Context: an optimization exercise on an open-source flow, tuned for small area and few clock cycles. The choices shown serve that exercise and are no tape-out recipe.
Function was checked by simulation only, so behaviour that the tests miss may differ from the original.

## c6502
module c6502
(
    input               clock,
    input               ce,
    input               reset_n,
    output reg  [15:0]  address,
    input       [ 7:0]  in,
    output      [ 7:0]  out,
    output              we
);
export LEC_CHECK = 0
export ABC_AREA = 1
export CAP_MARGIN = 20
export CORE_MARGIN = 2
export CORE_UTILIZATION = 60
export GPL_TIMING_DRIVEN = 0
export SLEW_MARGIN = 20
create_clock -name core_clock -period 10.0 [get_ports {clock}]
standard.sh (not shown) runs the stock make flow with config.mk's settings and CLKGATE_MAP_FILE= SYNTH_SCRIPT=/design/flow/synth_recipe.tcl, a recipe that flattens the netlist after the stock synthesis.
==> flow/flow/run.sh <==
#!/bin/bash
# Standard layout, except that:
# - the combinational part of the standard synthesis netlist is mapped again
#   for area, in two passes, keeping the smaller (flip-flops untouched: same names, cells and connections);
# - the port buffers use the smallest buffer cell;
# - clock tree synthesis uses clkbuf_8 and inserts no dummy loads.
set -euo pipefail
RES=orfs/results/sky130hd/c6502/base
VARS=("BUFFER_PORTS_ARGS=-buffer_cell sky130_fd_sc_hd__buf_1"
      "CTS_ARGS=-sink_clustering_enable -repair_clock_nets -dont_use_dummy_load -buf_list sky130_fd_sc_hd__clkbuf_8")
bash standard.sh synth > synth.log 2>&1
cp $RES/1_2_yosys.v $RES/1_2_yosys_standard.v
bash flow/remap.sh $RES/1_2_yosys_standard.v $RES/1_2_yosys_pass1.v "$PWD/flow/area.abc" remap1.log
bash flow/remap.sh $RES/1_2_yosys_pass1.v $RES/1_2_yosys_pass2.v "$PWD/flow/area.abc" remap2.log
# keep the smaller of the two passes
a1=$(grep "Chip area" remap1.log | tail -1 | awk '{print $NF}')
a2=$(grep "Chip area" remap2.log | tail -1 | awk '{print $NF}')
if awk -v a="$a1" -v b="$a2" 'BEGIN { exit !(b < a) }'; then
  cp $RES/1_2_yosys_pass2.v $RES/1_2_yosys.v
else
  cp $RES/1_2_yosys_pass1.v $RES/1_2_yosys.v
fi
rm -f $RES/1_synth.odb $RES/1_synth.sdc
bash standard.sh "${VARS[@]}" finish > layout.log 2>&1
Other scripts of this flow, unchanged in this note and not shown: flow/flow/area.abc, flow/flow/dont_use.txt, flow/flow/remap.sh
Testbench counts at the start, summed over its fixed seeds: cycles 85,565.
Next try:
--- a/flow/design.v
+++ b/flow/design.v
@@ -2,37 +2,37 @@
 (
     input               clock,
     input               ce,
     input               reset_n,
     output reg  [15:0]  address,
     input       [ 7:0]  in,
     output      [ 7:0]  out,
     output              we
 );
 localparam [3:0]
     F   = 4'd0,      
-    FA  = 4'd4,      
-    FB  = 4'd15,      
-    OP1 = 4'd1,      
-    OP2 = 4'd2,      
-    IP1 = 4'd6,      
-    IP2 = 4'd7,      
-    DAT = 4'd5,      
-    BR  = 4'd3,      
-    HI  = 4'd12,      
-    PSH = 4'd8,     
-    PUL = 4'd9,     
-    JS2 = 4'd10,     
-    RL  = 4'd11,     
-    JL  = 4'd13,     
-    JH  = 4'd14;     
+    FA  = 4'd1,      
+    FB  = 4'd2,      
+    OP1 = 4'd3,      
+    OP2 = 4'd4,      
+    IP1 = 4'd5,      
+    IP2 = 4'd6,      
+    DAT = 4'd7,      
+    BR  = 4'd8,      
+    HI  = 4'd9,      
+    PSH = 4'd10,     
+    PUL = 4'd11,     
+    JS2 = 4'd12,     
+    RL  = 4'd13,     
+    JL  = 4'd14,     
+    JH  = 4'd15;     
 localparam [1:0] C0 = 2'd0, C1 = 2'd1, CC = 2'd2, CT_ = 2'd3;
 reg [7:0] A, X, Y, S, IR, ABL, ABH, PCL, PCH;
 reg       N, V, D, I, Z, C, CT;
 reg [3:0] st;
 wire isF = (st == F) | (st == FA) | (st == FB);
 wire [2:0] aaa = IR[7:5];
 wire [2:0] bbb = IR[4:2];
 wire [1:0] cc  = IR[1:0];
 reg eLA, eLX, eLY, eLS, eLFF, ren, rinv, emp, ecen, egsel, eshl, eshr;
 reg [1:0] ecin;
 reg e_wA, e_wX, e_wY, e_wS, e_nz, e_wC, e_wV, e_bit, e_mem;
Outcome: Global-route usage went up by 0.28 points. Cell count went up by a few percent. Routed wire length went up by a few percent. Fmax went up slightly. First-iteration DRC count went down slightly.
Testbench counts after the change, summed over its fixed seeds: cycles 85,565.

static timing again, ports no longer ideal:
The flow's constraints put no driver on any port. The routed layouts listed below were extracted and timed again, unchanged, in two steps. Step 1 (the two cells are an assumption about what drives the block):
set clk [get_ports {clock}]
set_driving_cell -lib_cell sky130_fd_sc_hd__clkbuf_16 $clk
set_driving_cell -lib_cell sky130_fd_sc_hd__buf_2 [delete_from_list [all_inputs] $clk]
Step 2 moves the port delays by t, midway between the first and last clock arrival at a register: inputs arrive t later, outputs are due t later. That takes back most of the time a late clock gives input paths. Slacks: no drivers / after step 1 / after step 2; pairs: no drivers / after step 1.
run | t (ns) | setup WS [ns] | worst hold slack (ns) | worst setup path after step 2 | cell pins on the clock port's net
the first run | 0.388 | 0.443 / 0.408 / 0.796 | 0.470 / 0.470 / 0.470 | register to output | 1
the second run | 0.391 | 0.493 / 0.458 / 0.850 | 0.469 / 0.469 / 0.469 | register to output | 1
After both steps every run listed still meets setup and hold.
